Source: an optimization exercise on an open RTL-to-GDS flow (aim: small area). Production flows keep margins and buffers that such runs may drop.
RTL that was checked went through simulation tests only; none was proved equivalent to the original.
For run 1, only the layout was checked, not whether the RTL still works.
Power figures rest on the tool's default switching activity, not on a simulated workload.

==> flow/design.v (outline; a module is shown in full before it is edited, if it fits) <==
// module sprite_rom: 1123 lines
// module tile_rom: 285 lines
// module vga_controller: 23 lines
// module color_mapper: 95 lines
// module wal_video: 82 lines
module wal_video (
    input  logic        clk,
    input  logic        rst,         
    input  logic        reg_we,
    input  logic [3:0]  reg_addr,    
    input  logic [31:0] reg_wdata,
    output logic [11:0] vram_addr,
    input  logic [31:0] vram_rdata,
    output logic        hs,
    output logic        vs,
    output logic        vde,
    output logic [3:0]  red,
    output logic [3:0]  green,
    output logic [3:0]  blue
);
  // ...
==> flow/run.sh <==
#!/bin/bash
# synth_recipe.tcl (not shown) runs the flow's synth.tcl, then flattens the netlist and writes it again
# the make line also repeats each setting of config.mk as NAME=value (left out here)
make -C /OpenROAD-flow-scripts/flow DESIGN_CONFIG=/design/flow/config.mk WORK_HOME=/design/flow/orfs CLKGATE_MAP_FILE= SYNTH_SCRIPT=/design/flow/synth_recipe.tcl finish
==> flow/config.mk <==
export PLATFORM = sky130hd
export DESIGN_NAME = wal_video
export DESIGN_NICKNAME = wal_video
export VERILOG_FILES = /design/flow/design.v
export SDC_FILE = /design/flow/constraint.sdc
export NUM_CORES = 4
export LEC_CHECK = 0
export ABC_AREA = 1
export CAP_MARGIN = 20
export CORE_MARGIN = 2
export CORE_UTILIZATION = 70
export SLEW_MARGIN = 20
export SYNTH_MEMORY_MAX_BITS = 32768
==> flow/constraint.sdc <==
create_clock -name core_clock -period 18.0 [get_ports {clk}]
set_input_delay 3.6000 -clock core_clock [delete_from_list [all_inputs] [get_ports {clk}]]
set_output_delay 3.6000 -clock core_clock [all_outputs]
set_load 0.01 [all_outputs]
==> metrics.md, run 1 <==
| Metric | Value |
|---|---|
| Top Layer Used | met4 |
| Distinct cell type count after synthesis | just over 60 |
| Largest regs | sx (100), sy (90), ty (30) |
| Vias | ~19000 |
| Minimum clock period | 13.59 ns |
| Critical path depth in cells | 38 |
| CP Data Arrival Time | around 10 ns |
| Main combinational cell family by area after synthesis | simple AND/OR/NAND/NOR gates |
| Max reg flops | 100 |
| N_taps | about 340 |
| Max Freq | 0.0736 GHz |
| Status | timing/DRC/antenna clean |
| Busiest grt layer | met2 |
| Htree depth | 1 |
| Worst reg2reg startpoint | vga.x[0]$_SDFF_PP0_ |
| Fraction of area in clock buffers and inverters | under 10% |
| Worst Clk Skew | roughly 0.024 ns |
| Non-Filler Instances | roughly 2800 |
| # Post-CTS Setup Buffers | 0 |
| Vias in the first global route | 18700 |
| Drt wl/cell | ~25 um |
| Cts repair resizes | 0 |
| Clk slew on worst S/H paths | 0.06 ns |
| Nets@finish | approximately 2600 |
| Clock share of power | between 40% and 50% |
==> module tile_rom, before the edit <==
module tile_rom(t, y, x, fg);
  input [3:0] t;
  wire [3:0] t;
  input [3:0] y;
  wire [3:0] y;
  input [2:0] x;
  wire [2:0] x;
  output fg;
  wire fg;
  wire _0_;
  wire _100_;
  wire _101_;
  wire _102_;
  wire _103_;
  wire _104_;
  wire _105_;
  wire _106_;
  wire _107_;
  wire _108_;
  wire _109_;
  wire _10_;
  wire _110_;
  wire _111_;
  wire _112_;
  wire _113_;
  wire _114_;
  wire _115_;
  wire _116_;
  wire _117_;
  wire _118_;
  wire _119_;
  wire _11_;
  wire _120_;
  wire _121_;
  wire _122_;
  wire _123_;
  wire _124_;
  wire _125_;
  wire _126_;
  wire _127_;
  wire _128_;
  wire _129_;
  wire _12_;
  wire _130_;
  wire _131_;
  wire _132_;
  wire _133_;
  wire _134_;
  wire _135_;
  wire _136_;
  wire _13_;
  wire _14_;
  wire _15_;
  wire _16_;
  wire _17_;
  wire _18_;
  wire _19_;
  wire _1_;
  wire _20_;
  wire _21_;
  wire _22_;
  wire _23_;
  wire _24_;
  wire _25_;
  wire _26_;
  wire _27_;
  wire _28_;
  wire _29_;
  wire _2_;
  wire _30_;
  wire _31_;
  wire _32_;
  wire _33_;
  wire _34_;
  wire _35_;
  wire _36_;
  wire _37_;
  wire _38_;
  wire _39_;
  wire _3_;
  wire _40_;
  wire _41_;
  wire _42_;
  wire _43_;
  wire _44_;
  wire _45_;
  wire _46_;
  wire _47_;
  wire _48_;
  wire _49_;
  wire _4_;
  wire _50_;
  wire _51_;
  wire _52_;
  wire _53_;
  wire _54_;
  wire _55_;
  wire _56_;
  wire _57_;
  wire _58_;
  wire _59_;
  wire _5_;
  wire _60_;
  wire _61_;
  wire _62_;
  wire _63_;
  wire _64_;
  wire _65_;
  wire _66_;
  wire _67_;
  wire _68_;
  wire _69_;
  wire _6_;
  wire _70_;
  wire _71_;
  wire _72_;
  wire _73_;
  wire _74_;
  wire _75_;
  wire _76_;
  wire _77_;
  wire _78_;
  wire _79_;
  wire _7_;
  wire _80_;
  wire _81_;
  wire _82_;
  wire _83_;
  wire _84_;
  wire _85_;
  wire _86_;
  wire _87_;
  wire _88_;
  wire _89_;
  wire _8_;
  wire _90_;
  wire _91_;
  wire _92_;
  wire _93_;
  wire _94_;
  wire _95_;
  wire _96_;
  wire _97_;
  wire _98_;
  wire _99_;
  wire _9_;
  assign _124_ = 4'h4 >> { x[2], y[0] };
  assign _123_ = 4'h1 >> { _124_, x[1] };
  assign _122_ = 4'h4 >> { y[2], x[0] };
  assign _121_ = 4'h4 >> { _122_, _123_ };
  assign _120_ = 4'h8 >> x[1:0];
  assign _119_ = 4'h1 >> x[1:0];
  assign _118_ = 4'h1 >> { _119_, _120_ };
  assign _117_ = 4'h4 >> y[1:0];
  assign _116_ = 4'h8 >> { _117_, _118_ };
  assign _115_ = 4'h8 >> x[2:1];
  assign _114_ = 4'h8 >> { y[0], x[0] };
  assign _113_ = 4'h4 >> { _114_, _115_ };
  assign _112_ = 4'h2 >> { _113_, t[1] };
  assign _111_ = 4'h4 >> { _112_, _116_ };
  assign _110_ = 4'h4 >> { _111_, _121_ };
  assign _109_ = 4'h4 >> { y[2], x[2] };
  assign _108_ = 4'h1 >> { x[2], x[0] };
  assign _107_ = 4'h2 >> { _108_, y[1] };
  assign _106_ = 4'h2 >> { _107_, _109_ };
  assign _105_ = 4'h8 >> { _106_, _120_ };
  assign _104_ = 4'h2 >> { y[2], x[2] };
  assign _103_ = 4'h4 >> { y[1], x[1] };
  assign _102_ = 4'h2 >> y[1:0];
  assign _101_ = 4'h4 >> { _102_, x[0] };
  assign _100_ = 4'h1 >> { _101_, _103_ };
  assign _99_ = 4'h2 >> { _100_, _104_ };
  assign _98_ = 4'h1 >> { _99_, _105_ };
  assign _97_ = 4'h8 >> { _98_, _110_ };
  assign _96_ = 4'h1 >> { _97_, t[2] };
  assign _95_ = 4'h1 >> { _96_, t[3] };
  assign _94_ = 4'h2 >> { y[1], x[1] };
  assign _93_ = 4'h2 >> { y[0], x[0] };
  assign _92_ = 4'h2 >> y[2:1];
  assign _91_ = 4'h2 >> { _92_, _93_ };
  assign _90_ = 4'h4 >> { y[0], x[0] };
  assign _89_ = 4'h1 >> { _90_, _104_ };
  assign _88_ = 4'h1 >> { _89_, y[2] };
  assign _87_ = 4'h1 >> { _88_, _91_ };
  assign _86_ = 4'h1 >> { _87_, _94_ };
  assign _85_ = 4'h1 >> { _103_, _109_ };
  assign _84_ = 4'h1 >> { _85_, _93_ };
  assign _83_ = 4'h4 >> { _94_, _109_ };
  assign _82_ = 4'h8 >> { _83_, _89_ };
  assign _81_ = 4'h1 >> { _82_, t[3] };
  assign _80_ = 4'h4 >> { _81_, _84_ };
  assign _79_ = 4'h4 >> { _80_, _86_ };
  assign _78_ = 4'h4 >> y[3:2];
  assign _77_ = 4'h2 >> y[3:2];
  assign _76_ = 4'h1 >> { _77_, _78_ };
  assign _75_ = 4'h2 >> { _76_, _117_ };
  assign _74_ = 4'h8 >> { x[2], y[0] };
  assign _73_ = 4'h1 >> { _74_, x[1] };
  assign _72_ = 4'h8 >> y[1:0];
  assign _71_ = 4'h2 >> { _72_, x[1] };
  assign _70_ = 4'h4 >> { _76_, _103_ };
  assign _69_ = 4'h4 >> { _70_, _71_ };
  assign _68_ = 4'h1 >> { _69_, _73_ };
  assign _67_ = 4'h4 >> { _78_, _124_ };
  assign _66_ = 4'h1 >> { _67_, _68_ };
  assign _65_ = 4'h2 >> { _66_, _75_ };
  assign _64_ = 4'h1 >> { _68_, _75_ };
  assign _63_ = 4'h8 >> { x[2], x[0] };
  assign _62_ = 4'h1 >> { _63_, _108_ };
  assign _61_ = 4'h2 >> { _62_, _78_ };
  assign _60_ = 4'h2 >> { _61_, _90_ };
  assign _59_ = 4'h1 >> { _60_, _93_ };
  assign _58_ = 4'h1 >> { t[2], t[0] };
  assign _57_ = 4'h8 >> { _58_, t[3] };
  assign _56_ = 4'h4 >> { _57_, _115_ };
  assign _55_ = 4'h4 >> { _56_, _59_ };
  assign _54_ = 4'h4 >> { _55_, _64_ };
  assign _53_ = 4'h4 >> { _54_, _65_ };
  assign _52_ = 4'h1 >> { _53_, _79_ };
  assign _51_ = 4'h1 >> { _52_, t[1] };
  assign _50_ = 4'h1 >> { _51_, _95_ };
  assign _49_ = 4'h4 >> { _72_, y[3] };
  assign _48_ = 4'h8 >> { _72_, y[2] };
  assign _47_ = 4'h1 >> y[1:0];
  assign _46_ = 4'h4 >> { _47_, y[3] };
  assign _45_ = 4'h1 >> { _46_, _48_ };
  assign _44_ = 4'h2 >> { _47_, _109_ };
  assign _43_ = 4'h2 >> { _44_, _45_ };
  assign _42_ = 4'h1 >> { _43_, _49_ };
  assign _41_ = 4'h1 >> { _42_, _104_ };
  assign _40_ = 4'h2 >> { y[3], x[0] };
  assign _39_ = 4'h4 >> { _40_, _91_ };
  assign _38_ = 4'h1 >> { _39_, x[1] };
  assign _37_ = 4'h4 >> { _38_, _41_ };
  assign _36_ = 4'h8 >> { _41_, x[1] };
  assign _35_ = 4'h1 >> { _36_, t[0] };
  assign _34_ = 4'h4 >> { _35_, _37_ };
  assign _33_ = 4'h1 >> { _107_, y[2] };
  assign _32_ = 4'h4 >> { y[3], t[0] };
  assign _31_ = 4'h4 >> { _32_, _33_ };
  assign _30_ = 4'h4 >> { _106_, _119_ };
  assign _29_ = 4'h1 >> { _30_, _31_ };
  assign _28_ = 4'h8 >> { _29_, _59_ };
  assign _27_ = 4'h4 >> { y[1], x[0] };
  assign _26_ = 4'h4 >> { _104_, _120_ };
  assign _25_ = 4'h4 >> { _26_, _27_ };
  assign _24_ = 4'h2 >> { _25_, t[0] };
  assign _23_ = 4'h1 >> { _24_, _31_ };
  assign _22_ = 4'h1 >> { _23_, _59_ };
  assign _21_ = 4'h1 >> { _22_, t[1] };
  assign _20_ = 4'h4 >> { _21_, _28_ };
  assign _19_ = 4'h4 >> { _20_, _34_ };
  assign _18_ = 4'h4 >> { _62_, _67_ };
  assign _17_ = 4'h2 >> { _77_, _118_ };
  assign _16_ = 4'h1 >> { _17_, _18_ };
  assign _15_ = 4'h2 >> { _45_, t[0] };
  assign _14_ = 4'h1 >> { _15_, _16_ };
  assign _13_ = 4'h8 >> y[2:1];
  assign _12_ = 4'h8 >> { _13_, y[3] };
  assign _11_ = 4'h1 >> { _12_, t[0] };
  assign _10_ = 4'h8 >> { _77_, _118_ };
  assign _9_ = 4'h4 >> { _10_, _45_ };
  assign _8_ = 4'h1 >> { _9_, _11_ };
  assign _7_ = 4'h4 >> { _8_, _14_ };
  assign _6_ = 4'h8 >> { _47_, _61_ };
  assign _5_ = 4'h2 >> { _118_, y[2] };
  assign _4_ = 4'h1 >> { y[3], y[1] };
  assign _3_ = 4'h4 >> { _4_, _5_ };
  assign _2_ = 4'h4 >> { _118_, y[2] };
  assign _1_ = 4'h4 >> { _48_, _118_ };
  assign _0_ = 4'h2 >> { _102_, y[3] };
  assign _136_ = 4'h1 >> { _0_, _1_ };
  assign _135_ = 4'h4 >> { _136_, _2_ };
  assign _134_ = 4'h4 >> { _135_, _3_ };
  assign _133_ = 4'h1 >> { _134_, _6_ };
  assign _132_ = 4'h2 >> { _72_, _118_ };
  assign _131_ = 4'h1 >> { _132_, _62_ };
  assign _130_ = 4'h1 >> { _131_, t[0] };
  assign _129_ = 4'h4 >> { _130_, _133_ };
  assign _128_ = 4'h1 >> { _129_, _7_ };
  assign _127_ = 4'h2 >> { _128_, t[1] };
  assign _126_ = 4'h2 >> { _127_, t[2] };
  assign _125_ = 4'h4 >> { _126_, _19_ };
  assign fg = 4'h1 >> { _125_, _50_ };
endmodule
==> inputs of run 2 (changes only) <==
--- a/flow/design.v
+++ b/flow/design.v
@@ -1122,288 +1122,367 @@
     end
 endmodule
-module tile_rom(t, y, x, fg);
-  input [3:0] t;
-  wire [3:0] t;
-  input [3:0] y;
-  wire [3:0] y;
-  input [2:0] x;
-  wire [2:0] x;
-  output fg;
-  wire fg;
-  wire _0_;
-  wire _100_;
-  wire _101_;
-  wire _102_;
-  wire _103_;
-  wire _104_;
-  wire _105_;
-  wire _106_;
-  wire _107_;
-  wire _108_;
-  wire _109_;
-  wire _10_;
-  wire _110_;
-  wire _111_;
-  wire _112_;
-  wire _113_;
-  wire _114_;
-  wire _115_;
-  wire _116_;
-  wire _117_;
-  wire _118_;
-  wire _119_;
-  wire _11_;
-  wire _120_;
-  wire _121_;
-  wire _122_;
-  wire _123_;
-  wire _124_;
-  wire _125_;
-  wire _126_;
-  wire _127_;
-  wire _128_;
-  wire _129_;
-  wire _12_;
-  wire _130_;
-  wire _131_;
-  wire _132_;
-  wire _133_;
-  wire _134_;
-  wire _135_;
-  wire _136_;
-  wire _13_;
-  wire _14_;
-  wire _15_;
-  wire _16_;
-  wire _17_;
-  wire _18_;
-  wire _19_;
-  wire _1_;
-  wire _20_;
-  wire _21_;
-  wire _22_;
-  wire _23_;
-  wire _24_;
-  wire _25_;
-  wire _26_;
-  wire _27_;
-  wire _28_;
-  wire _29_;
-  wire _2_;
-  wire _30_;
-  wire _31_;
-  wire _32_;
-  wire _33_;
-  wire _34_;
-  wire _35_;
-  wire _36_;
-  wire _37_;
-  wire _38_;
-  wire _39_;
-  wire _3_;
-  wire _40_;
-  wire _41_;
-  wire _42_;
-  wire _43_;
-  wire _44_;
-  wire _45_;
-  wire _46_;
-  wire _47_;
-  wire _48_;
-  wire _49_;
-  wire _4_;
-  wire _50_;
-  wire _51_;
-  wire _52_;
-  wire _53_;
-  wire _54_;
-  wire _55_;
-  wire _56_;
-  wire _57_;
-  wire _58_;
-  wire _59_;
-  wire _5_;
-  wire _60_;
-  wire _61_;
-  wire _62_;
-  wire _63_;
-  wire _64_;
-  wire _65_;
-  wire _66_;
-  wire _67_;
-  wire _68_;
-  wire _69_;
-  wire _6_;
-  wire _70_;
-  wire _71_;
-  wire _72_;
-  wire _73_;
-  wire _74_;
-  wire _75_;
-  wire _76_;
-  wire _77_;
-  wire _78_;
-  wire _79_;
-  wire _7_;
-  wire _80_;
-  wire _81_;
-  wire _82_;
-  wire _83_;
-  wire _84_;
-  wire _85_;
-  wire _86_;
-  wire _87_;
-  wire _88_;
-  wire _89_;
-  wire _8_;
-  wire _90_;
-  wire _91_;
-  wire _92_;
-  wire _93_;
-  wire _94_;
-  wire _95_;
-  wire _96_;
-  wire _97_;
-  wire _98_;
-  wire _99_;
-  wire _9_;
-  assign _124_ = 4'h4 >> { x[2], y[0] };
-  assign _123_ = 4'h1 >> { _124_, x[1] };
-  assign _122_ = 4'h4 >> { y[2], x[0] };
-  assign _121_ = 4'h4 >> { _122_, _123_ };
-  assign _120_ = 4'h8 >> x[1:0];
-  assign _119_ = 4'h1 >> x[1:0];
-  assign _118_ = 4'h1 >> { _119_, _120_ };
-  assign _117_ = 4'h4 >> y[1:0];
-  assign _116_ = 4'h8 >> { _117_, _118_ };
-  assign _115_ = 4'h8 >> x[2:1];
-  assign _114_ = 4'h8 >> { y[0], x[0] };
-  assign _113_ = 4'h4 >> { _114_, _115_ };
-  assign _112_ = 4'h2 >> { _113_, t[1] };
-  assign _111_ = 4'h4 >> { _112_, _116_ };
-  assign _110_ = 4'h4 >> { _111_, _121_ };
-  assign _109_ = 4'h4 >> { y[2], x[2] };
-  assign _108_ = 4'h1 >> { x[2], x[0] };
-  assign _107_ = 4'h2 >> { _108_, y[1] };
-  assign _106_ = 4'h2 >> { _107_, _109_ };
-  assign _105_ = 4'h8 >> { _106_, _120_ };
-  assign _104_ = 4'h2 >> { y[2], x[2] };
-  assign _103_ = 4'h4 >> { y[1], x[1] };
-  assign _102_ = 4'h2 >> y[1:0];
-  assign _101_ = 4'h4 >> { _102_, x[0] };
-  assign _100_ = 4'h1 >> { _101_, _103_ };
-  assign _99_ = 4'h2 >> { _100_, _104_ };
-  assign _98_ = 4'h1 >> { _99_, _105_ };
-  assign _97_ = 4'h8 >> { _98_, _110_ };
-  assign _96_ = 4'h1 >> { _97_, t[2] };
-  assign _95_ = 4'h1 >> { _96_, t[3] };
-  assign _94_ = 4'h2 >> { y[1], x[1] };
-  assign _93_ = 4'h2 >> { y[0], x[0] };
-  assign _92_ = 4'h2 >> y[2:1];
-  assign _91_ = 4'h2 >> { _92_, _93_ };
-  assign _90_ = 4'h4 >> { y[0], x[0] };
-  assign _89_ = 4'h1 >> { _90_, _104_ };
-  assign _88_ = 4'h1 >> { _89_, y[2] };
-  assign _87_ = 4'h1 >> { _88_, _91_ };
-  assign _86_ = 4'h1 >> { _87_, _94_ };
-  assign _85_ = 4'h1 >> { _103_, _109_ };
-  assign _84_ = 4'h1 >> { _85_, _93_ };
-  assign _83_ = 4'h4 >> { _94_, _109_ };
-  assign _82_ = 4'h8 >> { _83_, _89_ };
-  assign _81_ = 4'h1 >> { _82_, t[3] };
-  assign _80_ = 4'h4 >> { _81_, _84_ };
-  assign _79_ = 4'h4 >> { _80_, _86_ };
-  assign _78_ = 4'h4 >> y[3:2];
-  assign _77_ = 4'h2 >> y[3:2];
-  assign _76_ = 4'h1 >> { _77_, _78_ };
-  assign _75_ = 4'h2 >> { _76_, _117_ };
-  assign _74_ = 4'h8 >> { x[2], y[0] };
-  assign _73_ = 4'h1 >> { _74_, x[1] };
-  assign _72_ = 4'h8 >> y[1:0];
-  assign _71_ = 4'h2 >> { _72_, x[1] };
-  assign _70_ = 4'h4 >> { _76_, _103_ };
-  assign _69_ = 4'h4 >> { _70_, _71_ };
-  assign _68_ = 4'h1 >> { _69_, _73_ };
-  assign _67_ = 4'h4 >> { _78_, _124_ };
-  assign _66_ = 4'h1 >> { _67_, _68_ };
-  assign _65_ = 4'h2 >> { _66_, _75_ };
-  assign _64_ = 4'h1 >> { _68_, _75_ };
-  assign _63_ = 4'h8 >> { x[2], x[0] };
-  assign _62_ = 4'h1 >> { _63_, _108_ };
-  assign _61_ = 4'h2 >> { _62_, _78_ };
-  assign _60_ = 4'h2 >> { _61_, _90_ };
-  assign _59_ = 4'h1 >> { _60_, _93_ };
-  assign _58_ = 4'h1 >> { t[2], t[0] };
-  assign _57_ = 4'h8 >> { _58_, t[3] };
-  assign _56_ = 4'h4 >> { _57_, _115_ };
-  assign _55_ = 4'h4 >> { _56_, _59_ };
-  assign _54_ = 4'h4 >> { _55_, _64_ };
-  assign _53_ = 4'h4 >> { _54_, _65_ };
-  assign _52_ = 4'h1 >> { _53_, _79_ };
-  assign _51_ = 4'h1 >> { _52_, t[1] };
-  assign _50_ = 4'h1 >> { _51_, _95_ };
-  assign _49_ = 4'h4 >> { _72_, y[3] };
-  assign _48_ = 4'h8 >> { _72_, y[2] };
-  assign _47_ = 4'h1 >> y[1:0];
-  assign _46_ = 4'h4 >> { _47_, y[3] };
-  assign _45_ = 4'h1 >> { _46_, _48_ };
-  assign _44_ = 4'h2 >> { _47_, _109_ };
-  assign _43_ = 4'h2 >> { _44_, _45_ };
-  assign _42_ = 4'h1 >> { _43_, _49_ };
-  assign _41_ = 4'h1 >> { _42_, _104_ };
-  assign _40_ = 4'h2 >> { y[3], x[0] };
-  assign _39_ = 4'h4 >> { _40_, _91_ };
-  assign _38_ = 4'h1 >> { _39_, x[1] };
-  assign _37_ = 4'h4 >> { _38_, _41_ };
-  assign _36_ = 4'h8 >> { _41_, x[1] };
-  assign _35_ = 4'h1 >> { _36_, t[0] };
-  assign _34_ = 4'h4 >> { _35_, _37_ };
-  assign _33_ = 4'h1 >> { _107_, y[2] };
-  assign _32_ = 4'h4 >> { y[3], t[0] };
-  assign _31_ = 4'h4 >> { _32_, _33_ };
-  assign _30_ = 4'h4 >> { _106_, _119_ };
-  assign _29_ = 4'h1 >> { _30_, _31_ };
-  assign _28_ = 4'h8 >> { _29_, _59_ };
-  assign _27_ = 4'h4 >> { y[1], x[0] };
-  assign _26_ = 4'h4 >> { _104_, _120_ };
-  assign _25_ = 4'h4 >> { _26_, _27_ };
-  assign _24_ = 4'h2 >> { _25_, t[0] };
-  assign _23_ = 4'h1 >> { _24_, _31_ };
-  assign _22_ = 4'h1 >> { _23_, _59_ };
-  assign _21_ = 4'h1 >> { _22_, t[1] };
-  assign _20_ = 4'h4 >> { _21_, _28_ };
-  assign _19_ = 4'h4 >> { _20_, _34_ };
-  assign _18_ = 4'h4 >> { _62_, _67_ };
-  assign _17_ = 4'h2 >> { _77_, _118_ };
-  assign _16_ = 4'h1 >> { _17_, _18_ };
-  assign _15_ = 4'h2 >> { _45_, t[0] };
-  assign _14_ = 4'h1 >> { _15_, _16_ };
-  assign _13_ = 4'h8 >> y[2:1];
-  assign _12_ = 4'h8 >> { _13_, y[3] };
-  assign _11_ = 4'h1 >> { _12_, t[0] };
-  assign _10_ = 4'h8 >> { _77_, _118_ };
-  assign _9_ = 4'h4 >> { _10_, _45_ };
-  assign _8_ = 4'h1 >> { _9_, _11_ };
-  assign _7_ = 4'h4 >> { _8_, _14_ };
-  assign _6_ = 4'h8 >> { _47_, _61_ };
-  assign _5_ = 4'h2 >> { _118_, y[2] };
-  assign _4_ = 4'h1 >> { y[3], y[1] };
-  assign _3_ = 4'h4 >> { _4_, _5_ };
-  assign _2_ = 4'h4 >> { _118_, y[2] };
-  assign _1_ = 4'h4 >> { _48_, _118_ };
-  assign _0_ = 4'h2 >> { _102_, y[3] };
-  assign _136_ = 4'h1 >> { _0_, _1_ };
-  assign _135_ = 4'h4 >> { _136_, _2_ };
-  assign _134_ = 4'h4 >> { _135_, _3_ };
-  assign _133_ = 4'h1 >> { _134_, _6_ };
-  assign _132_ = 4'h2 >> { _72_, _118_ };
-  assign _131_ = 4'h1 >> { _132_, _62_ };
-  assign _130_ = 4'h1 >> { _131_, t[0] };
-  assign _129_ = 4'h4 >> { _130_, _133_ };
-  assign _128_ = 4'h1 >> { _129_, _7_ };
-  assign _127_ = 4'h2 >> { _128_, t[1] };
-  assign _126_ = 4'h2 >> { _127_, t[2] };
-  assign _125_ = 4'h4 >> { _126_, _19_ };
-  assign fg = 4'h1 >> { _125_, _50_ };
+module tile_rom (
+    input  logic [3:0] t,
+    input  logic [3:0] y,
+    input  logic [2:0] x,
+    output logic       fg
+);
+    always_comb begin
+        case ({t, y, x})
+            11'd0: fg = 1'b1;
+            11'd6: fg = 1'b1;
+            11'd7: fg = 1'b1;
+            11'd9: fg = 1'b1;
+            11'd10: fg = 1'b1;
+            11'd14: fg = 1'b1;
+            11'd15: fg = 1'b1;
+            11'd17: fg = 1'b1;
+            11'd18: fg = 1'b1;
+            11'd19: fg = 1'b1;
+            11'd27: fg = 1'b1;
+            11'd35: fg = 1'b1;
+            11'd36: fg = 1'b1;
+            11'd44: fg = 1'b1;
+            11'd45: fg = 1'b1;
+            11'd46: fg = 1'b1;
+            11'd54: fg = 1'b1;
+            11'd62: fg = 1'b1;
+            11'd63: fg = 1'b1;
+            11'd64: fg = 1'b1;
+            11'd70: fg = 1'b1;
+            11'd71: fg = 1'b1;
+            11'd73: fg = 1'b1;
+            11'd74: fg = 1'b1;
+            11'd78: fg = 1'b1;
+            11'd79: fg = 1'b1;
+            11'd81: fg = 1'b1;
+            11'd82: fg = 1'b1;
+            11'd83: fg = 1'b1;
+            11'd91: fg = 1'b1;
+            11'd99: fg = 1'b1;
+            11'd100: fg = 1'b1;
+            11'd108: fg = 1'b1;
+            11'd109: fg = 1'b1;
+            11'd110: fg = 1'b1;
+            11'd118: fg = 1'b1;
+            11'd126: fg = 1'b1;
+            11'd127: fg = 1'b1;
+            11'd128: fg = 1'b1;
+            11'd134: fg = 1'b1;
+            11'd135: fg = 1'b1;
+            11'd137: fg = 1'b1;
+            11'd138: fg = 1'b1;
+            11'd142: fg = 1'b1;
+            11'd143: fg = 1'b1;
+            11'd145: fg = 1'b1;
+            11'd146: fg = 1'b1;
+            11'd147: fg = 1'b1;
+            11'd155: fg = 1'b1;
+            11'd163: fg = 1'b1;
+            11'd164: fg = 1'b1;
+            11'd172: fg = 1'b1;
+            11'd173: fg = 1'b1;
+            11'd174: fg = 1'b1;
+            11'd182: fg = 1'b1;
+            11'd190: fg = 1'b1;
+            11'd191: fg = 1'b1;
+            11'd192: fg = 1'b1;
+            11'd198: fg = 1'b1;
+            11'd199: fg = 1'b1;
+            11'd201: fg = 1'b1;
+            11'd202: fg = 1'b1;
+            11'd206: fg = 1'b1;
+            11'd207: fg = 1'b1;
+            11'd209: fg = 1'b1;
+            11'd210: fg = 1'b1;
+            11'd211: fg = 1'b1;
+            11'd219: fg = 1'b1;
+            11'd227: fg = 1'b1;
+            11'd228: fg = 1'b1;
+            11'd236: fg = 1'b1;
+            11'd237: fg = 1'b1;
+            11'd238: fg = 1'b1;
+            11'd246: fg = 1'b1;
+            11'd254: fg = 1'b1;
+            11'd255: fg = 1'b1;
+            11'd256: fg = 1'b1;
+            11'd257: fg = 1'b1;
+            11'd258: fg = 1'b1;
+            11'd259: fg = 1'b1;
+            11'd260: fg = 1'b1;
+            11'd261: fg = 1'b1;
+            11'd262: fg = 1'b1;
+            11'd263: fg = 1'b1;
+            11'd264: fg = 1'b1;
+            11'd266: fg = 1'b1;
+            11'd271: fg = 1'b1;
+            11'd272: fg = 1'b1;
+            11'd275: fg = 1'b1;
+            11'd279: fg = 1'b1;
+            11'd280: fg = 1'b1;
+            11'd282: fg = 1'b1;
+            11'd286: fg = 1'b1;
+            11'd287: fg = 1'b1;
+            11'd288: fg = 1'b1;
+            11'd289: fg = 1'b1;
+            11'd293: fg = 1'b1;
+            11'd295: fg = 1'b1;
+            11'd296: fg = 1'b1;
+            11'd300: fg = 1'b1;
+            11'd303: fg = 1'b1;
+            11'd304: fg = 1'b1;
+            11'd307: fg = 1'b1;
+            11'd311: fg = 1'b1;
+            11'd312: fg = 1'b1;
+            11'd316: fg = 1'b1;
+            11'd319: fg = 1'b1;
+            11'd320: fg = 1'b1;
+            11'd321: fg = 1'b1;
+            11'd322: fg = 1'b1;
+            11'd323: fg = 1'b1;
+            11'd324: fg = 1'b1;
+            11'd325: fg = 1'b1;
+            11'd326: fg = 1'b1;
+            11'd327: fg = 1'b1;
+            11'd328: fg = 1'b1;
+            11'd330: fg = 1'b1;
+            11'd335: fg = 1'b1;
+            11'd336: fg = 1'b1;
+            11'd339: fg = 1'b1;
+            11'd343: fg = 1'b1;
+            11'd344: fg = 1'b1;
+            11'd346: fg = 1'b1;
+            11'd350: fg = 1'b1;
+            11'd351: fg = 1'b1;
+            11'd352: fg = 1'b1;
+            11'd353: fg = 1'b1;
+            11'd357: fg = 1'b1;
+            11'd359: fg = 1'b1;
+            11'd360: fg = 1'b1;
+            11'd364: fg = 1'b1;
+            11'd367: fg = 1'b1;
+            11'd368: fg = 1'b1;
+            11'd371: fg = 1'b1;
+            11'd375: fg = 1'b1;
+            11'd376: fg = 1'b1;
+            11'd380: fg = 1'b1;
+            11'd383: fg = 1'b1;
+            11'd384: fg = 1'b1;
+            11'd385: fg = 1'b1;
+            11'd386: fg = 1'b1;
+            11'd387: fg = 1'b1;
+            11'd388: fg = 1'b1;
+            11'd389: fg = 1'b1;
+            11'd390: fg = 1'b1;
+            11'd391: fg = 1'b1;
+            11'd392: fg = 1'b1;
+            11'd394: fg = 1'b1;
+            11'd399: fg = 1'b1;
+            11'd400: fg = 1'b1;
+            11'd403: fg = 1'b1;
+            11'd407: fg = 1'b1;
+            11'd408: fg = 1'b1;
+            11'd410: fg = 1'b1;
+            11'd414: fg = 1'b1;
+            11'd415: fg = 1'b1;
+            11'd416: fg = 1'b1;
+            11'd417: fg = 1'b1;
+            11'd421: fg = 1'b1;
+            11'd423: fg = 1'b1;
+            11'd424: fg = 1'b1;
+            11'd428: fg = 1'b1;
+            11'd431: fg = 1'b1;
+            11'd432: fg = 1'b1;
+            11'd435: fg = 1'b1;
+            11'd439: fg = 1'b1;
+            11'd440: fg = 1'b1;
+            11'd444: fg = 1'b1;
+            11'd447: fg = 1'b1;
+            11'd448: fg = 1'b1;
+            11'd449: fg = 1'b1;
+            11'd450: fg = 1'b1;
+            11'd451: fg = 1'b1;
+            11'd452: fg = 1'b1;
+            11'd453: fg = 1'b1;
+            11'd454: fg = 1'b1;
+            11'd455: fg = 1'b1;
+            11'd456: fg = 1'b1;
+            11'd458: fg = 1'b1;
+            11'd463: fg = 1'b1;
+            11'd464: fg = 1'b1;
+            11'd467: fg = 1'b1;
+            11'd471: fg = 1'b1;
+            11'd472: fg = 1'b1;
+            11'd474: fg = 1'b1;
+            11'd478: fg = 1'b1;
+            11'd479: fg = 1'b1;
+            11'd480: fg = 1'b1;
+            11'd481: fg = 1'b1;
+            11'd485: fg = 1'b1;
+            11'd487: fg = 1'b1;
+            11'd488: fg = 1'b1;
+            11'd492: fg = 1'b1;
+            11'd495: fg = 1'b1;
+            11'd496: fg = 1'b1;
+            11'd499: fg = 1'b1;
+            11'd503: fg = 1'b1;
+            11'd504: fg = 1'b1;
+            11'd508: fg = 1'b1;
+            11'd511: fg = 1'b1;
+            11'd513: fg = 1'b1;
+            11'd517: fg = 1'b1;
+            11'd522: fg = 1'b1;
+            11'd524: fg = 1'b1;
+            11'd531: fg = 1'b1;
+            11'd538: fg = 1'b1;
+            11'd540: fg = 1'b1;
+            11'd545: fg = 1'b1;
+            11'd549: fg = 1'b1;
+            11'd552: fg = 1'b1;
+            11'd558: fg = 1'b1;
+            11'd561: fg = 1'b1;
+            11'd567: fg = 1'b1;
+            11'd570: fg = 1'b1;
+            11'd574: fg = 1'b1;
+            11'd579: fg = 1'b1;
+            11'd581: fg = 1'b1;
+            11'd588: fg = 1'b1;
+            11'd596: fg = 1'b1;
+            11'd603: fg = 1'b1;
+            11'd605: fg = 1'b1;
+            11'd610: fg = 1'b1;
+            11'd614: fg = 1'b1;
+            11'd617: fg = 1'b1;
+            11'd623: fg = 1'b1;
+            11'd624: fg = 1'b1;
+            11'd630: fg = 1'b1;
+            11'd633: fg = 1'b1;
+            11'd637: fg = 1'b1;
+            11'd645: fg = 1'b1;
+            11'd652: fg = 1'b1;
+            11'd654: fg = 1'b1;
+            11'd661: fg = 1'b1;
+            11'd674: fg = 1'b1;
+            11'd681: fg = 1'b1;
+            11'd683: fg = 1'b1;
+            11'd690: fg = 1'b1;
+            11'd709: fg = 1'b1;
+            11'd716: fg = 1'b1;
+            11'd718: fg = 1'b1;
+            11'd725: fg = 1'b1;
+            11'd738: fg = 1'b1;
+            11'd745: fg = 1'b1;
+            11'd747: fg = 1'b1;
+            11'd754: fg = 1'b1;
+            11'd787: fg = 1'b1;
+            11'd788: fg = 1'b1;
+            11'd795: fg = 1'b1;
+            11'd796: fg = 1'b1;
+            11'd803: fg = 1'b1;
+            11'd804: fg = 1'b1;
+            11'd811: fg = 1'b1;
+            11'd812: fg = 1'b1;
+            11'd817: fg = 1'b1;
+            11'd818: fg = 1'b1;
+            11'd819: fg = 1'b1;
+            11'd820: fg = 1'b1;
+            11'd821: fg = 1'b1;
+            11'd822: fg = 1'b1;
+            11'd825: fg = 1'b1;
+            11'd830: fg = 1'b1;
+            11'd834: fg = 1'b1;
+            11'd837: fg = 1'b1;
+            11'd843: fg = 1'b1;
+            11'd844: fg = 1'b1;
+            11'd873: fg = 1'b1;
+            11'd874: fg = 1'b1;
+            11'd875: fg = 1'b1;
+            11'd876: fg = 1'b1;
+            11'd877: fg = 1'b1;
+            11'd878: fg = 1'b1;
+            11'd880: fg = 1'b1;
+            11'd887: fg = 1'b1;
+            11'd888: fg = 1'b1;
+            11'd895: fg = 1'b1;
+            11'd896: fg = 1'b1;
+            11'd897: fg = 1'b1;
+            11'd898: fg = 1'b1;
+            11'd899: fg = 1'b1;
+            11'd900: fg = 1'b1;
+            11'd901: fg = 1'b1;
+            11'd902: fg = 1'b1;
+            11'd903: fg = 1'b1;
+            11'd904: fg = 1'b1;
+            11'd911: fg = 1'b1;
+            11'd912: fg = 1'b1;
+            11'd919: fg = 1'b1;
+            11'd920: fg = 1'b1;
+            11'd927: fg = 1'b1;
+            11'd928: fg = 1'b1;
+            11'd931: fg = 1'b1;
+            11'd932: fg = 1'b1;
+            11'd935: fg = 1'b1;
+            11'd936: fg = 1'b1;
+            11'd938: fg = 1'b1;
+            11'd941: fg = 1'b1;
+            11'd943: fg = 1'b1;
+            11'd944: fg = 1'b1;
+            11'd946: fg = 1'b1;
+            11'd949: fg = 1'b1;
+            11'd951: fg = 1'b1;
+            11'd952: fg = 1'b1;
+            11'd955: fg = 1'b1;
+            11'd956: fg = 1'b1;
+            11'd959: fg = 1'b1;
+            11'd960: fg = 1'b1;
+            11'd963: fg = 1'b1;
+            11'd967: fg = 1'b1;
+            11'd968: fg = 1'b1;
+            11'd971: fg = 1'b1;
+            11'd972: fg = 1'b1;
+            11'd975: fg = 1'b1;
+            11'd976: fg = 1'b1;
+            11'd979: fg = 1'b1;
+            11'd983: fg = 1'b1;
+            11'd984: fg = 1'b1;
+            11'd987: fg = 1'b1;
+            11'd988: fg = 1'b1;
+            11'd991: fg = 1'b1;
+            11'd992: fg = 1'b1;
+            11'd999: fg = 1'b1;
+            11'd1000: fg = 1'b1;
+            11'd1007: fg = 1'b1;
+            11'd1008: fg = 1'b1;
+            11'd1015: fg = 1'b1;
+            11'd1016: fg = 1'b1;
+            11'd1017: fg = 1'b1;
+            11'd1018: fg = 1'b1;
+            11'd1019: fg = 1'b1;
+            11'd1020: fg = 1'b1;
+            11'd1021: fg = 1'b1;
+            11'd1022: fg = 1'b1;
+            11'd1023: fg = 1'b1;
+            11'd1027: fg = 1'b1;
+            11'd1034: fg = 1'b1;
+            11'd1043: fg = 1'b1;
+            11'd1052: fg = 1'b1;
+            11'd1059: fg = 1'b1;
+            11'd1066: fg = 1'b1;
+            11'd1068: fg = 1'b1;
+            11'd1073: fg = 1'b1;
+            11'd1077: fg = 1'b1;
+            11'd1082: fg = 1'b1;
+            11'd1084: fg = 1'b1;
+            11'd1091: fg = 1'b1;
+            11'd1100: fg = 1'b1;
+            11'd1109: fg = 1'b1;
+            11'd1116: fg = 1'b1;
+            11'd1123: fg = 1'b1;
+            11'd1130: fg = 1'b1;
+            11'd1139: fg = 1'b1;
+            11'd1148: fg = 1'b1;
+            default: fg = 1'b0;
+        endcase
+    end
 endmodule
 module vga_controller (
--- a/flow/config.mk
+++ b/flow/config.mk
@@ -9,5 +9,5 @@
 export CAP_MARGIN = 20
 export CORE_MARGIN = 2
-export CORE_UTILIZATION = 70
+export CORE_UTILIZATION = 40
 export SLEW_MARGIN = 20
 export SYNTH_MEMORY_MAX_BITS = 32768
==> run 2 against run 1 <==
Effect of this change:
- setup slack improved by 0.79 ns
- critical path type unchanged
- die area rose by 81%
- first-iteration DRC count fell by 64%
- highest routed layer unchanged
- power fell by 3.4%
- sequential cell count did not move
- area after synthesis rose by 4.6%
- global-route usage fell by 24 points
- hold slack got worse by 0.013 ns
- clock power fell by 8.5%
- via count fell by 7.1%
- largest cell class unchanged
==> metrics.md, run 2 <==
| Metric | Value |
|---|---|
| Global-route wire length before repair | 103000 um (was 108000 um) |
| GP Congestion | 0.994 (was 0.990) |
| Vias in the first global route | 17300 (was 18700) |
| Syn avg cell area | 7.67 um^2 (was 7.88 um^2) |
| Post-synth top cells | nand2_1 (734), inv_1 (328), nor2_1 (247) (was nand2_1 (706), inv_1 (274), nand3_1 (240)) |
| Max clock buf depth | 3 (unchanged) |
| Post-Synth XOR/XNOR Area | 6.77% (was 6.84%) |
| Actual slew at the worst max-slew pin | 0.941 ns (was 1.25 ns) |
| EDFF count, synth | 228 (unchanged) |
| Unrepaired setup endpoints after global routing | no (unchanged) |
| Largest net degree at the start of global routing | 53 (unchanged) |
| Total GRT Usage | 26.4% (was 50.5%) |
| Initial Util | 40.4% (was 70.6%) |
| Largest regs | sx (100), sy (90), ty (30) (unchanged) |
| Static Leak | 9.95 nW (was 9.64 nW) |
| # Post-CTS Setup Buffers | 0 (unchanged) |
| Fin. Hold Viols | 0 (unchanged) |
| Synth Warn # | 5 (was 4) |
| Util after Layout | 45.5% (was 78.5%) |
| Final setup violation count | 0 (unchanged) |
| Initial antenna violation count | 0 (unchanged) |
| ANT nets after route | 0 (unchanged) |
| Nets@finish | 2806 (was 2616) |
| Starting DRT DRC Count | 1471 (was 4048) |
| DRC viols | 0 (unchanged) |
| Fraction of the mapped netlist area in simple logic gates | 29.4% (was 27.7%) |
| Tcrit/Tclk final | 71.1% (was 75.5%) |
| Area Overhead vs Synth | 12.7% (was 11.2%) |
| CTS Root Cell | clkbuf_16 (unchanged) |
| Die span in x | 226 um (was 168 um) |
| Flop-to-flop setup slack | 12.38 ns (was 10.83 ns) |
| Ys async rst share | 0% (unchanged) |
| Synth Area in Adders | 6.30% (was 6.79%) |
| Power Dens Cells | 70.3 mW/mm^2 (was 77.2 mW/mm^2) |
| Critical Path Slowest Stage Cell | dfxtp_1 (unchanged) |
| Drt via density | 5.41 (was 6.87) |
| Row cnt | 81 (was 60) |
| Later-pin clock latency in the skew report | 0.55 ns (was 0.57 ns) |
| Critical setup path kind | reg2out (unchanged) |
| Post-DP HPWL | 51800 um (was 46000 um) |
| Top-Level Pins | 98 (unchanged) |
| TritonCTS Buffers | 27 (was 28) |
| Cell taking the most area after synthesis | edfxtp_1 (unchanged) |
| Share of post-route cells with drive strength above 1 | 5.89% (was 5.81%) |
| Worst slew margin | 36.6% (was 16.0%) |
| Die ar. | 0.0510 mm^2 (was 0.0282 mm^2) |
| Remaining Overflow, GRT | 0 (unchanged) |
| Status | timing/DRC/antenna clean (unchanged) |
| Core Area | 0.0487 mm^2 (was 0.0267 mm^2) |
| Post-synth top area share | 34.8% (was 36.4%) |
| Most common cell in the netlist | nand2_1 (unchanged) |
| Main combinational cell family by area after synthesis | simple AND/OR/NAND/NOR gates (unchanged) |
| Cts repair resizes | 0 (unchanged) |
| Distinct cell type count after synthesis | 63 (was 62) |
| Netlist Area Pre-Place | 0.0197 mm^2 (was 0.0188 mm^2) |
| Max reg flops | 100 (unchanged) |
| Max stage delay on crit path | 0.88 ns (was 0.98 ns) |
| Wirelength, routed | 68100 um (was 71800 um) |
| Max VDD drop | 0.0000802 V (was 0.0000998 V) |
| CP most frequent cell | nand2_1 (unchanged) |
| Crit path max fanout | 18 (unchanged) |
| CP Data Arrival Time | 9.20 ns (was 9.99 ns) |
| Hold crit path type | reg2reg (unchanged) |
| Hold Buf Count CTS | 0 (unchanged) |
| Htree depth | 1 (unchanged) |
| Fin Setup TNS | 0 ns (unchanged) |
| Worst Path Required | 14.40 ns (about the same) |
| Vias | 18000 (was 19400) |
| Iteration count of the initial detailed-routing pass | 7 (was 8) |
| Most common cell after layout, fill and taps aside | nand2_1 (unchanged) |
| Minimum clock period | 12.80 ns (was 13.59 ns) |
| Die height | 226 um (was 168 um) |
| Commonest non-fill, non-tap cells in the layout | nand2_1 (734), inv_1 (328), nor2_1 (237), edfxtp_1 (228), nand3_1 (200) (was nand2_1 (706), inv_1 (274), nand3_1 (240), edfxtp_1 (228), nor2_1 (162)) |
| Pins Over Slew Limit | 0 (unchanged) |
| Seq/Total Area, Yosys | 39.1% (was 40.9%) |
| Syn_nets | 2724 (was 2547) |
| Clk slew on worst S/H paths | 0.06 ns (about the same) |
| Max Freq | 0.0781 GHz (was 0.0736 GHz) |
| Worst Clk Skew | 0.0145 ns (was 0.0236 ns) |
| Most common flop cell mapped by yosys | edfxtp_1 (unchanged) |
| Synth Register Bits | 270 (unchanged) |
| Critical Path Source Type | register (unchanged) |
| Reg with most FFs | sx (unchanged) |
| Multiplexer area fraction after synthesis | 0% (unchanged) |
| Cells after Synth | 2566 (was 2386) |
| Maxcap violations | 0 (unchanged) |
| Drt wl/cell | 20.4 um (was 25.5 um) |
| CP endpoint kind | output pin (unchanged) |
| Synth Area in Compound Gates | 9.67% (was 9.41%) |
| Overall Power | 1.56 mW (was 1.61 mW) |
| TritonCTS clock tree | built (unchanged) |
| Total clock sinks | 270 (unchanged) |
| Buffers added on ports | 93 (unchanged) |
| Area contributors post-synth | edfxtp_1 (35%), nand2_1 (14%), inv_1 (6.3%) (was edfxtp_1 (36%), nand2_1 (14%), nand3_1 (6.4%)) |
[run 2: cell types whose count changed after synthesis, moves of 7 or more]
cell      delta
nand3_1     -40
nand3_2      +8
o21ai_0     -21
xor2_1      +12
nand4_1     +23
o22ai_1      +8
nand2_1     +28
nor4_1      +13
a21oi_1     +18
a221oi_1     +7
inv_1       +54
xnor2_1      -7
nor2_1      +74
[run 2: logic make-up (layout without fill, tap and decap cells)]
group	after synthesis	after routing
AO/OA/AOI/OAI	308	308
XOR/XNOR	152	152
adder cells (fa/ha/maj)	87	87
buffers and inverters	417	517
flip-flops	270	270
other	0	1
AND/OR/NAND/NOR	1332	1332
[run 2: where the power goes]
group / internal (mW) / switching [mW]
logic: 0.0908 / 0.179
clock network: 0.354 / 0.240
registers: 0.688 / 0.00763
[run 2: layer usage]
layer / up-vias / GRT usage (%) / routed length, um
met5: - / 0 / 0
met2: 694 / 45.2 / 32000
li1: 8649 / - / -
met3: 105 / 2.71 / 4340
met4: 0 / 8.18 / 2010
met1: 8561 / 35.2 / 29700
[run 2: layout make-up]
type,count,area [um^2]
Sequential cell,270,7690
Inverter,350,1320
Clock buffer,31,711
Multi-Input combinational cell,1879,10300
Timing Repair Buffer,120,1130
Fill cell,4849,26600
Antenna cell,1,2.50
Clock inverter,16,214
Tap cell,664,831
[run 2: critical path: cells and delay by family, from the launching register on]
| family | cells | cell delay (ns) |
|---|---|---|
| fa+ha+maj | 2 | 1.07 |
| compound gates | 6 | 1.44 |
| flops | 1 | 0.88 |
| simple gates | 23 | 3.79 |
| buf+inv | 5 | 1.41 |
[run 2: final timing paths]
path                   endpoint  cells past startpoint           startpoint
setup / recovery         red[3]                     36  vga.x[7]$_SDFF_PP0_
hold / removal    fx[4]$_DFF_P_                      4        fx[4]$_DFF_P_
setup reg to reg  fy[5]$_DFF_P_                     20  vga.x[1]$_SDFF_PP0_
hold reg to reg   fx[4]$_DFF_P_                      4        fx[4]$_DFF_P_
[run 2: through the flow]
| step | std cells | cell area (um^2) | worst slack [ns] | hold WS (ns) |
|---|---|---|---|---|
| detailed placement | 3283 | 21200 | 5.99 | 0.585 |
| floorplan | 2566 | 19700 | 8.18 | 0.532 |
| finish | 3331 | 22200 | 5.20 | 0.589 |
| global route | 3330 | 22200 | 4.33 | 0.637 |
| global placement | 3283 | 21200 | 6.03 | 0.564 |
| CTS | 3330 | 22200 | 5.39 | 0.597 |

## separate check: timing with driven ports
No port has a modelled driver above. Below, the same layouts with a new extraction and two added sets of constraints. Step 1: set_driving_cell puts a clkbuf_16 on clk and a buf_2 on each other input, an assumption about the parent block. Step 2 moves the port delays by t, midway between the first and last clock arrival at a register: inputs arrive t later, outputs are due t later. That takes back most of the time a late clock gives input paths. Slacks: ideal / step 1 / step 2; pairs: ideal / step 1.
run	shift t [ns]	setup slack, ns	worst setup path at the end	latest minus earliest clock arrival (ns)	cell pins on the clock port's net
run 1	0.611	4.408 / 4.351 / 4.962	register to output	0.027 / 0.027	1
run 2	0.591	5.199 / 5.151 / 5.742	register to output	0.016 / 0.015	1
After both steps setup and hold are still met in every run listed.
